This design comes from an exercise in tuning for small area on the open sky130 flow, not from production work. In this exercise RTL edits were held to simulation tests only and were not proved equivalent to the original. Power figures rest on the tool's default switching activity, not on a simulated workload.

==> flow/design.v (outline; a module is shown in full before it is edited, if it fits) <==
// module xor_module: 11 lines
// module reg_module: 12 lines
// module reg_27bits: 11 lines
// module and_module: 20 lines
// module KSmod_32_latency_5: 3594 lines
module KSmod_32_latency_5 (
  input         clk,
  input  [63:0] share0_in,
  input  [63:0] share1_in,
  input  [26:0] rand_bit_share0,
  input  [26:0] rand_bit_share1,
  output [31:0] o_share0,
  output [31:0] o_share1
);
  // ...
==> flow/flow/run.sh <==
#!/bin/bash
set -euo pipefail
export BUFFER_PORTS_ARGS="-buffer_cell sky130_fd_sc_hd__buf_1"
export CTS_ARGS="-sink_clustering_enable -repair_clock_nets -sink_clustering_size 30 -sink_clustering_max_diameter 60 -dont_use_dummy_load"
bash standard.sh > standard.log 2>&1
==> flow/standard.sh <==
#!/bin/bash
# synth_recipe.tcl (not shown) runs the flow's synth.tcl, then flattens the netlist and writes it again
# the make line also repeats each setting of config.mk as NAME=value (left out here)
make -C /OpenROAD-flow-scripts/flow DESIGN_CONFIG=/design/flow/config.mk WORK_HOME=/design/flow/orfs CLKGATE_MAP_FILE= SYNTH_SCRIPT=/design/flow/synth_recipe.tcl "${@:-finish}"
==> flow/config.mk <==
export PLATFORM = sky130hd
export DESIGN_NAME = KSmod_32_latency_5
export DESIGN_NICKNAME = KSmod_32_latency_5
export VERILOG_FILES = /design/flow/design.v
export SDC_FILE = /design/flow/constraint.sdc
export NUM_CORES = 4
export LEC_CHECK = 0
export CAP_MARGIN = 20
export CORE_MARGIN = 2
export CORE_UTILIZATION = 88
export CTS_CLUSTER_DIAMETER = 60
export CTS_CLUSTER_SIZE = 30
export SLEW_MARGIN = 20
==> flow/constraint.sdc <==
create_clock -name core_clock -period 5.0 [get_ports {clk}]
set_input_delay 1.0000 -clock core_clock [delete_from_list [all_inputs] [get_ports {clk}]]
set_output_delay 1.0000 -clock core_clock [all_outputs]
set_load 0.01 [all_outputs]
==> flow_metrics.py, run 1 <==
metrics = {
    "worst_setup_path": {
        "path_class": "flip-flop to output port",
        "reg2reg_to": "c1_P3_9",
        "max_stage_delay_ns": 0.70,
        "critPathRequiredTime_ns": 4.00,
        "crit_fanout": 4,
        "r2r-start": "l2_29_s1",
    },
    "clock_tree": {
        "clock_latency_ns": 0.66,
        "cts_resized": 0,
        "postCtsHoldBufs": 0,
        "cts-htree-levels": 2,
    },
    "global_route": {
        "first_global_vias": 27750,
        "antenna_found_initial": 14,
        "globalRoute.totalOverflow": 0,
        "track_usage_pct": 45.34,
    },
    "final_layout": {
        "n_all_buffers": 222,
        "postLayoutCoreUtil_pct": 93.24,
        "final.fill_count": 1539,
        "layout_commonest_cell": "dfxtp_1",
        "seq_cells": 1257,
        "dominant_cells": "flip-flops and latches",
        "clkCellAreaFrac_pct": 2.879,
    },
    "power": {
        "power_mw": 34.40,
        "switching_share_pct": 38.53,
        "pg_comb_mw": 14.1,
    },
    "outcome": {
        "outcome": "timing/DRC/antenna clean",
    },
    "detailed_routing": {
        "wl_met2_microns": 53210,
        "drc_errors": 0,
        "routedWlPerCell_microns": 25.25,
        "wl_met3_microns": 12370,
    },
    "placement": {
        "dp_slack_ns": 2.479,
        "port_buffers": 219,
        "place_congestion": 0.9513,
    },
    "synth": {
        "synth_top_area_share_pct": 59.61,
        "synth.distinct_cells": 21,
        "synth_adder_area_share_pct": 1.838,
        "synth_simple_gate_area_share_pct": 8.509,
        "syn_nets": 3970,
    },
    "sta": {
        "worst_slew_pin_slew_ns": 1.214,
        "period_needed_ns": 3.348,
        "tns_ns": 0,
    },
    "floorplanning": {
        "io_pins": 247,
    },
}
==> run 2: changes to the inputs <==
--- a/flow/config.mk
+++ b/flow/config.mk
@@ -8,6 +8,7 @@
 export CAP_MARGIN = 20
 export CORE_MARGIN = 2
-export CORE_UTILIZATION = 88
+export CORE_UTILIZATION = 85
 export CTS_CLUSTER_DIAMETER = 60
 export CTS_CLUSTER_SIZE = 30
+export PLACE_DENSITY = 0.85
 export SLEW_MARGIN = 20
==> run 2 against run 1 <==
Net effect: still clean; global-route usage is 5.8 points lower; die area up 3.5%; setup slack better by 0.11 ns.
==> flow_metrics.py, run 2 <==
metrics = {
    "sta": {
        "worst_slew_pin_slew_ns": 1.123,
        "hold_viol": 0,
        "setup_ws_ns": 1.763,
        "period_needed_ns": 3.237,
        "fin_hold_ws_ns": 0.3230,
        "tns_ns": 0,
        "rsz0062_at_grt": "no",
        "final.period_utilization_pct": 64.74,
        "skew_ns": 0.03316,
        "slew_headroom_pct": 25.13,
        "setup_viol": 0,
        "report.final.slew_viol_count": 0,
        "fmax_ghz": 0.3089,
    },
    "floorplanning": {
        "die_h_microns": 226.9,
        "die-area_sq_um": 51460,
        "start_util_pct": 86.24,
        "fp-row-count": 81,
        "die_w_microns": 226.9,
        "core_area_sq_um": 48950,
        "io_pins": 247,
    },
    "synth": {
        "synth_edf_count": 0,
        "ys_seq_area_share_pct": 59.61,
        "syn_avg_cell_area_sq_um": 11.33,
        "synth.most_common_cell": "dfxtp_1",
        "synth_adder_area_share_pct": 1.838,
        "synth_top_area_share_pct": 59.61,
        "synthTopCellsByArea": "dfxtp_1 (60%), xnor2_1 (21%), nand2_1 (8.1%)",
        "synth_top_family_by_area": "XOR/XNOR gates",
        "yosys_warnings": 1,
        "synth.distinct_cells": 21,
        "synth_simple_gate_area_share_pct": 8.509,
        "syn_inst": 3725,
        "synth.area.mux_share_pct": 0,
        "syn-cell-area_sq_um": 42210,
        "synth_xor_area_share_pct": 28.05,
        "synth.ff_latch_count": 1257,
        "syn_nets": 3970,
        "synth_compound_area_share_pct": 0.1423,
        "synthArstFlopShare_pct": 0,
        "synthTopCellsByCount": "dfxtp_1 (1257), xnor2_1 (990), nand2_1 (906)",
        "ys.flop_type": "dfxtp_1",
        "yosys.area.top_type": "dfxtp_1",
    },
    "clock_tree": {
        "cts_buffer_depth": 3,
        "cts-root-buf": "clkbuf_16",
        "clock_latency_ns": 0.65,
        "tritoncts": "done",
        "cts_resized": 0,
        "cts_setup_buffers": 0,
        "clk_pin_slew_ns": 0.10,
        "cts_made_buffers": 52,
        "postCtsHoldBufs": 0,
        "cts_sinks": 1257,
        "cts-htree-levels": 2,
    },
    "worst_setup_path": {
        "critPathArrivalTime_ns": 2.24,
        "crit_chain": "xnor2_1, xnor2_2, xor2_1, buf_1",
        "path_class": "flip-flop to output port",
        "crit_path_start": "c0_t34",
        "cp-start-kind": "flip-flop",
        "r2r-start": "l2_27_s0",
        "endpoint_kind": "output port",
        "crit_family": "XOR/XNOR gates",
        "crit_fanout": 4,
        "cpMaxStageDelayCell": "xnor2_2",
        "critPathRequiredTime_ns": 4.00,
        "crit_buf_inv": 1,
        "max_stage_delay_ns": 0.61,
    },
    "detailed_routing": {
        "wl_microns": 101700,
        "drc_errors": 0,
        "first_iter_violations": 2214,
        "vias": 25130,
        "routedWlPerCell_microns": 22.47,
        "postRouteAntennaNets": 0,
        "dr.pass1.iters": 6,
        "vias_per_cell": 5.551,
    },
    "min_path": {
        "worstHoldStart": "rnd3[2]",
        "min_path_type": "flip-flop to flip-flop",
    },
    "final_layout": {
        "final-seq-area_sq_um": 25160,
        "drive_gt1_share_pct": 2.252,
        "multi_input_area_sq_um": 16270,
        "layout_commonest_cell": "dfxtp_1",
        "area_delta_synth_final_pct": 5.202,
        "final_cell_mix": "dfxtp_1 (1257), xnor2_1 (990), nand2_1 (906)",
        "final.fill_count": 2010,
        "stdcell_area_sq_um": 44410,
        "final_nets": 4110,
        "reg_top3": "rnd2 (27), rnd3 (27), rnd4 (27)",
        "antenna_cells": 0,
    },
    "global_route": {
        "track_usage_pct": 39.59,
        "antenna_found_initial": 10,
        "grt_pass1_wl_microns": 147500,
        "globalRoute.totalOverflow": 0,
        "grt_max_degree": 31,
        "first_global_vias": 25580,
    },
    "placement": {
        "placed_cell_area_sq_um": 43110,
        "port_buffers": 219,
        "place_congestion": 0.9794,
        "hpwl_microns": 79560,
        "dp_slack_ns": 2.468,
    },
    "power": {
        "ir_drop_uv": 395.6,
        "p_per_area_nw_per_um2": 764.4,
        "leakage_nw": 17.97,
    },
    "outcome": {
        "outcome": "timing/DRC/antenna clean",
    },
    "job": {
        "maxCapViolCount": 0,
    },
}
==> run 2: changes by cell type in the layout (fill, tap and decap cells not counted), sizes merged <==
cell	delta
clkbuf	+1
diode	-4
==> run 2: area by class of cell <==
class | count | area share [%]
Sequential cell | 1257 | 56.66
Multi-Input combinational cell | 2332 | 36.63
Clock buffer | 52 | 2.930
Timing Repair Buffer | 222 | 1.902
Tap cell | 664 | 1.871
==> run 2: path summary, 6_finish.rpt <==
path                       to  slack [ns]  depth (start not counted)
hold reg to reg       rnd4[2]        0.32                          0
setup / recovery  o_share0[6]        1.76                          4
setup reg to reg      c0_P3_9        3.28                          4
hold / removal        rnd4[2]        0.32                          0
==> run 2: metrics by stage <==
stage | power (mW) | utilization, % | instances
3_3_place_gp | 28.24 | 88.07 | 4475
3_5_place_dp | 29.06 | 88.07 | 4475
6_report | 33.95 | 90.72 | 4527
5_1_grt | 35.40 | 90.72 | 4527
4_1_cts | 33.77 | 90.72 | 4527
2_1_floorplan | 25.84 | - | 3725
==> run 2: cells by family (layout without fill, tap and decap cells) <==
kind of cell	Yosys count	count (layout)
AO/OA/AOI/OAI	9	9
XOR/XNOR	1326	1326
adder cells (fa/ha/maj)	62	62
buffers and inverters	136	274
flip-flops	1257	1257
AND/OR/NAND/NOR	935	935
==> run 2: routing by layer <==
metal / up-vias / wire [microns] / track usage (%)
li1: 11450 / - / -
met1: 12110 / 38020 / 48.29
met2: 1226 / 47510 / 65.88
met3: 342 / 9377 / 7.412
met4: 4 / 6764 / 23.09
met5: - / 25 / 0
==> run 2: where the power goes <==
group | total (mW) | internal (mW) | switching [mW]
sequential | 15.5 | 13.4 | 2.05
combinational | 13.7 | 5.87 | 7.87
clock | 4.72 | 1.87 | 2.85
total | 33.9 | 21.2 | 12.8
==> run 3: changes to the inputs <==
--- a/flow/config.mk
+++ b/flow/config.mk
@@ -8,7 +8,6 @@
 export CAP_MARGIN = 20
 export CORE_MARGIN = 2
-export CORE_UTILIZATION = 85
+export CORE_UTILIZATION = 80
 export CTS_CLUSTER_DIAMETER = 60
 export CTS_CLUSTER_SIZE = 30
-export PLACE_DENSITY = 0.85
 export SLEW_MARGIN = 20
==> run 3 against run 2 <==
Net effect: still clean on timing, DRC and antenna; flip-flop and latch count stayed put; global-route usage is 4.5 points lower; wire length is 5.7% lower; largest power group unchanged.
==> flow_metrics.py, run 3 <==
metrics = {
    "floorplanning": {
        "die_h_microns": 233.7,
        "core_area_sq_um": 52340,
        "fp-row-count": 84,
        "die_w_microns": 233.7,
        "start_util_pct": 80.65,
        "die-area_sq_um": 54620,
        "io_pins": 247,
    },
    "clock_tree": {
        "cts_buffer_depth": 3,
        "clk_pin_slew_ns": 0.10,
        "cts_sinks": 1257,
        "cts-htree-levels": 2,
        "cts-root-buf": "clkbuf_16",
        "cts_made_buffers": 53,
        "postCtsHoldBufs": 0,
        "clock_latency_ns": 0.64,
        "cts_setup_buffers": 0,
        "tritoncts": "done",
        "cts_resized": 0,
    },
    "power": {
        "p_int_mw": 21.21,
        "leakage_nw": 17.99,
        "switching_share_pct": 37.02,
        "p_per_area_nw_per_um2": 757.1,
        "p_sw_mw": 12.47,
        "clkPwrFrac_pct": 14.0,
        "p_seq_share_pct": 45.8,
        "combPwrFrac_pct": 40.2,
        "ir_drop_uv": 390.4,
    },
    "detailed_routing": {
        "dr.pass1.iters": 6,
        "vias_per_cell": 5.333,
        "vias": 24300,
        "first_iter_violations": 1604,
        "postRouteAntennaNets": 0,
        "drc_errors": 0,
        "wl_microns": 95910,
        "routedWlPerCell_microns": 21.05,
    },
    "final_layout": {
        "final_cell_mix": "dfxtp_1 (1257), xnor2_1 (990), nand2_1 (906)",
        "multi_input_area_sq_um": 16270,
        "area_delta_synth_final_pct": 5.359,
        "drive_gt1_share_pct": 2.303,
        "reg_top3": "rnd2 (27), rnd3 (27), rnd4 (27)",
        "final_nets": 4111,
        "layout_commonest_cell": "dfxtp_1",
        "final-seq-area_sq_um": 25160,
        "final.fill_count": 2841,
        "stdcell_area_sq_um": 44480,
    },
    "sta": {
        "rsz0062_at_grt": "no",
        "fmax_ghz": 0.3131,
        "hold_viol": 0,
        "worst_slew_pin_slew_ns": 1.147,
        "skew_ns": 0.04981,
        "setup_viol": 0,
        "period_needed_ns": 3.194,
        "fin_hold_ws_ns": 0.3194,
        "report.final.slew_viol_count": 0,
        "slew_headroom_pct": 23.54,
        "tns_ns": 0,
        "final.period_utilization_pct": 63.88,
    },
    "worst_setup_path": {
        "crit_path_start": "c0_t34",
        "crit_buf_inv": 1,
        "endpoint_kind": "output port",
        "critPathArrivalTime_ns": 2.19,
        "critPathRequiredTime_ns": 4.00,
        "max_stage_delay_ns": 0.60,
        "crit_fanout": 4,
        "cp-start-kind": "flip-flop",
        "cpMaxStageDelayCell": "xnor2_2",
        "crit_chain": "xnor2_1, xnor2_2, xor2_1, buf_1",
        "path_class": "flip-flop to output port",
        "r2r-start": "l3_59_s1",
        "crit_family": "XOR/XNOR gates",
    },
    "global_route": {
        "first_global_vias": 23750,
        "globalRoute.totalOverflow": 0,
        "antenna_found_initial": 9,
        "track_usage_pct": 35.09,
        "grt_max_degree": 31,
        "grt_pass1_wl_microns": 139300,
    },
    "synth": {
        "synthArstFlopShare_pct": 0,
        "synth.ff_latch_count": 1257,
        "synth_top_area_share_pct": 59.61,
        "syn_nets": 3970,
        "synth.most_common_cell": "dfxtp_1",
        "ys.flop_type": "dfxtp_1",
        "synth_edf_count": 0,
        "synthTopCellsByCount": "dfxtp_1 (1257), xnor2_1 (990), nand2_1 (906)",
        "synth.distinct_cells": 21,
        "syn-cell-area_sq_um": 42210,
        "synth_adder_area_share_pct": 1.838,
        "synth_xor_area_share_pct": 28.05,
        "syn_inst": 3725,
        "ys_seq_area_share_pct": 59.61,
        "syn_avg_cell_area_sq_um": 11.33,
        "yosys_warnings": 1,
        "yosys.area.top_type": "dfxtp_1",
        "synth.area.mux_share_pct": 0,
        "synth_compound_area_share_pct": 0.1423,
        "synthTopCellsByArea": "dfxtp_1 (60%), xnor2_1 (21%), nand2_1 (8.1%)",
        "synth_simple_gate_area_share_pct": 8.509,
        "synth_top_family_by_area": "XOR/XNOR gates",
    },
    "min_path": {
        "min_path_type": "flip-flop to flip-flop",
        "worstHoldStart": "l3_33_s1",
    },
    "placement": {
        "port_buffers": 219,
        "placed_cell_area_sq_um": 43140,
        "place_congestion": 0.9088,
        "hpwl_microns": 77700,
    },
    "outcome": {
        "outcome": "timing/DRC/antenna clean",
    },
    "job": {
        "maxCapViolCount": 0,
    },
}
run 3: cell counts after synthesis:
No cell type changed its count.
run 3: worst paths after layout:
path              slack [ns]           to  depth (start not counted)
setup / recovery        1.81  o_share0[6]                          4
hold / removal          0.32     l4_29_s1                          0
setup reg to reg        3.28     l4_67_s1                          4
hold reg to reg         0.32     l4_29_s1                          0
run 3: power groups by stage:
stage | clock [mW] | sequential [mW] | combinational [mW]
after floorplan | 0 | 15.0 | 10.9
after global placement | 0 | 15.4 | 12.9
after detailed placement | 0 | 15.6 | 13.4
after CTS | 4.73 | 15.4 | 13.5
after global routing | 5.04 | 15.7 | 14.6
final | 4.71 | 15.4 | 13.5
run 3: final cells by class:
class | instances | area share (%)
Clock buffer | 53 | 2.982
Timing Repair Buffer | 222 | 1.902
Antenna cell | 4 | 0.02251
Sequential cell | 1257 | 56.58
Multi-Input combinational cell | 2332 | 36.58
Tap cell | 688 | 1.935
run 3: kinds of logic (layout without fill, tap and decap cells):
group / count (synthesis) / count (layout)
compound gates: 9 / 9
buf+inv: 136 / 275
xor+xnor: 1326 / 1326
fa+ha+maj: 62 / 62
simple gates: 935 / 935
other cells: 0 / 4
flops: 1257 / 1257
run 3: metal layers:
layer | GRT usage (%) | share of wire (%)
met1 | 46.32 | 41
met2 | 59.06 | 47
met3 | 5.017 | 7.9
met4 | 12.95 | 3.9
met5 | 0 | 0.014
run 3: stage by stage:
step           cells  power, mW  util (%)  setup WS [ns]
2_1_floorplan   3725      25.84         -          2.599
3_3_place_gp    4499      28.37     82.42          2.494
3_5_place_dp    4499      29.04     82.42          2.473
4_1_cts         4552      33.65     84.95          1.819
5_1_grt         4552      35.33     84.96          1.789
6_report        4556      33.68     84.98          1.806
==> run 4: changes to the inputs <==
==> flow/flow/run.sh (replaced) <==
#!/bin/bash
set -euo pipefail
export BUFFER_PORTS_ARGS="-buffer_cell sky130_fd_sc_hd__buf_1"
export CTS_ARGS="-sink_clustering_enable -repair_clock_nets -sink_clustering_size 40 -sink_clustering_max_diameter 50 -dont_use_dummy_load"
bash standard.sh > standard.log 2>&1
--- a/flow/config.mk
+++ b/flow/config.mk
@@ -6,4 +6,5 @@
 export NUM_CORES = 4
 export LEC_CHECK = 0
+export ABC_CLOCK_PERIOD_IN_PS = 20000
 export CAP_MARGIN = 20
 export CORE_MARGIN = 2
==> run 4 against run 3 <==
Net effect: still clean on timing, DRC and antenna; setup slack better by 0.024 ns; cell count up 0.53%; design area up 1.2%; synthesized area unchanged; non-clock buffer count up 1; wire length grew 2.9%; critical endpoint is now o_share1[6]; largest power group unchanged.
==> flow_metrics.py, run 4 <==
metrics = {
    "worst_setup_path": {
        "r2r_cells": 4,
        "max_stage_delay_ns": 0.57,
        "critPathRequiredTime_ns": 4.00,
        "endpoint_kind": "output port",
        "crit_fanout": 4,
        "crit_path_start": "c1_t34",
        "cp-start-kind": "flip-flop",
        "reg2reg_to": "c0_P3_13",
        "r2r_setup_slack_ns": 3.28,
        "r2r-start": "l2_27_s1",
        "path_class": "flip-flop to output port",
        "cpMaxStageDelayCell": "xnor2_2",
        "crit_chain": "xnor2_1, xnor2_2, xor2_1, buf_1",
        "critPathArrivalTime_ns": 2.17,
    },
    "final_layout": {
        "area_delta_synth_final_pct": 6.642,
        "layout_commonest_cell": "dfxtp_1",
        "final.fill_count": 2706,
        "reg_top3": "rnd2 (27), rnd3 (27), rnd4 (27)",
        "final_cell_mix": "dfxtp_1 (1257), xnor2_1 (990), nand2_1 (906)",
        "stdcell_area_sq_um": 45020,
        "final_nets": 4133,
        "layoutNonFillerInstCount": 4580,
        "drive_gt1_share_pct": 2.856,
    },
    "synth": {
        "synth_edf_count": 0,
        "syn_avg_cell_area_sq_um": 11.33,
        "syn_nets": 3970,
        "synthTopCellsByCount": "dfxtp_1 (1257), xnor2_1 (990), nand2_1 (906)",
        "synth.distinct_cells": 21,
        "synth_top_area_share_pct": 59.61,
        "yosys.area.top_type": "dfxtp_1",
        "syn-cell-area_sq_um": 42210,
        "synthTopCellsByArea": "dfxtp_1 (60%), xnor2_1 (21%), nand2_1 (8.1%)",
        "ys_seq_area_share_pct": 59.61,
        "synthArstFlopShare_pct": 0,
        "ys.flop_type": "dfxtp_1",
        "synth.ff_latch_count": 1257,
        "synth.most_common_cell": "dfxtp_1",
        "yosys_warnings": 1,
        "syn_inst": 3725,
    },
    "power": {
        "p_int_mw": 21.95,
        "leakage_nw": 18.25,
        "combPwrFrac_pct": 39.2,
        "clkPwrFrac_pct": 16.2,
        "p_seq_share_pct": 44.6,
        "ir_drop_uv": 381.0,
        "switching_share_pct": 36.71,
        "p_per_area_nw_per_um2": 770.5,
        "p_sw_mw": 12.73,
    },
    "global_route": {
        "first_global_vias": 24280,
        "antenna_found_initial": 11,
        "grt_max_degree": 31,
        "grt_pass1_wl_microns": 142100,
        "track_usage_pct": 35.94,
        "globalRoute.totalOverflow": 0,
    },
    "detailed_routing": {
        "dr.pass1.iters": 7,
        "wl_met3_microns": 8122,
        "routedWlPerCell_microns": 21.54,
        "postRouteAntennaNets": 0,
        "vias_per_cell": 5.384,
        "routed.top_layer": "met5",
        "wl_met1_microns": 39730,
        "first_iter_violations": 1704,
        "wl_met2_microns": 46530,
        "wl_microns": 98670,
        "drc_errors": 0,
        "vias": 24660,
    },
    "sta": {
        "skew_ns": 0.06297,
        "tns_ns": 0,
        "worst_slew_pin_slew_ns": 1.127,
        "slew_headroom_pct": 24.85,
        "hold_viol": 0,
        "report.final.slew_viol_count": 0,
        "fin_hold_ws_ns": 0.3044,
        "fmax_ghz": 0.3155,
        "period_needed_ns": 3.170,
        "setup_ws_ns": 1.830,
        "final.period_utilization_pct": 63.39,
        "rsz0062_at_grt": "no",
        "setup_viol": 0,
    },
    "clock_tree": {
        "tritoncts": "done",
        "cts-htree-levels": 3,
        "cts-root-buf": "clkbuf_16",
        "cts_made_buffers": 74,
        "clock_latency_ns": 0.64,
        "cts_buffer_depth": 3,
        "cts_resized": 0,
        "postCtsHoldBufs": 0,
        "cts_setup_buffers": 0,
        "clk_pin_slew_ns": 0.09,
        "cts_sinks": 1257,
    },
    "floorplanning": {
        "start_util_pct": 80.65,
        "io_pins": 247,
        "die-area_sq_um": 54620,
        "die_h_microns": 233.7,
        "core_area_sq_um": 52340,
        "die_w_microns": 233.7,
        "fp-row-count": 84,
    },
    "min_path": {
        "min_path_type": "flip-flop to flip-flop",
        "worstHoldStart": "l3_34_s1",
        "hold_path_depth": 0,
        "min_to": "l4_30_s1",
    },
    "outcome": {
        "outcome": "timing/DRC/antenna clean",
    },
    "placement": {
        "placed_cell_area_sq_um": 43140,
        "dp_cells": 4499,
        "place_congestion": 0.9088,
        "dp_slack_ns": 2.473,
        "hpwl_microns": 77700,
        "port_buffers": 219,
    },
    "job": {
        "maxCapViolCount": 0,
    },
}
run 4: changes by cell type in the layout (fill, tap and decap cells not counted), sizes merged:
cell    previous run  this run
clkbuf            54        75
buf              221       222
diode              4         6
run 4: per-layer routing:
metal / vias to the layer above / track usage [%]
met2: 950 / 59.77
met3: 212 / 6.421
met4: 2 / 15.47
li1: 11530 / -
met1: 11970 / 46.31
met5: - / 0
run 4: area by class of cell:
cell class                 instances  area [sq um]  share of cell area (%)
tap                              688         860.8                   1.912
sequential                      1257         25160                   55.90
multi-input combinational       2332         16270                   36.14
antenna                            6         15.01                 0.03335
clock buffer                      74          1852                   4.113
timing repair buffer             223         857.1                   1.904
run 4: cells by family after synthesis:
group / synth area share, %
AOI/OAI and AO/OA: 0.1423
xor gates and xnor gates: 28.05
adders and majority gates: 1.838
buffers and inverters: 1.850
DFF: 59.61
and+or+nand+nor: 8.509
run 4: stage by stage:
step | total power [mW] | util, %
2_1_floorplan | 25.84 | -
3_3_place_gp | 28.37 | 82.42
3_5_place_dp | 29.04 | 82.42
4_1_cts | 34.61 | 85.96
5_1_grt | 36.32 | 85.99
6_report | 34.69 | 86.01
run 4: power groups by stage:
stage | Sequential, mW | Combinational, mW | Clock (mW)
2_1_floorplan | 15.0 | 10.9 | 0
3_3_place_gp | 15.4 | 12.9 | 0
3_5_place_dp | 15.6 | 13.4 | 0
4_1_cts | 15.4 | 13.6 | 5.61
5_1_grt | 15.7 | 14.6 | 5.99
6_report | 15.5 | 13.6 | 5.61
run 4: worst max-delay path by stage:
stage                              to  slack [ns]  cells past startpoint
after floorplan           o_share0[0]        2.60                      2
after global placement    o_share0[0]        2.49                      3
after detailed placement  o_share0[0]        2.47                      3
after CTS                 o_share1[6]        1.83                      4
after global routing      o_share1[6]        1.80                      4
final                     o_share1[6]        1.83                      4
run 4: worst max-delay path, delay by kind of cell (launching register included):
kind / cells / cell delay, ns
xor+xnor: 3 / 1.02
buf+inv: 1 / 0.18
flops: 1 / 0.34

-- re-timing with driven ports --
The flow's constraints put no driver on any port. The routed layouts listed below were extracted and timed again, unchanged, in two steps. Step 1 sets driving cells, clkbuf_16 on the clock port and buf_2 on the other inputs (assumed; they add their load-dependent delay and slew). Step 2 adds t to the input delays and takes it off the output delays; t is the mean of the earliest and latest rising clock arrival at the registers after step 1. Input paths then give back, and output paths get back, about the clock's delay inside the block. a / b / c = no drivers / after step 1 / after step 2; a / b = the first two.
| run | shift t [ns] | slack for setup (ns) | worst hold slack (ns) | pins driven straight from the clock port |
|---|---|---|---|---|
| run 1 | 0.701 | 1.652 / 1.589 / 2.289 | 0.321 / 0.321 / 0.321 | 1 |
| run 2 | 0.704 | 1.763 / 1.696 / 2.400 | 0.323 / 0.323 / 0.323 | 1 |
| run 3 | 0.680 | 1.806 / 1.743 / 2.423 | 0.319 / 0.319 / 0.319 | 1 |
| run 4 | 0.675 | 1.830 / 1.767 / 2.442 | 0.304 / 0.304 / 0.304 | 1 |
After both steps setup and hold are still met in every run listed.
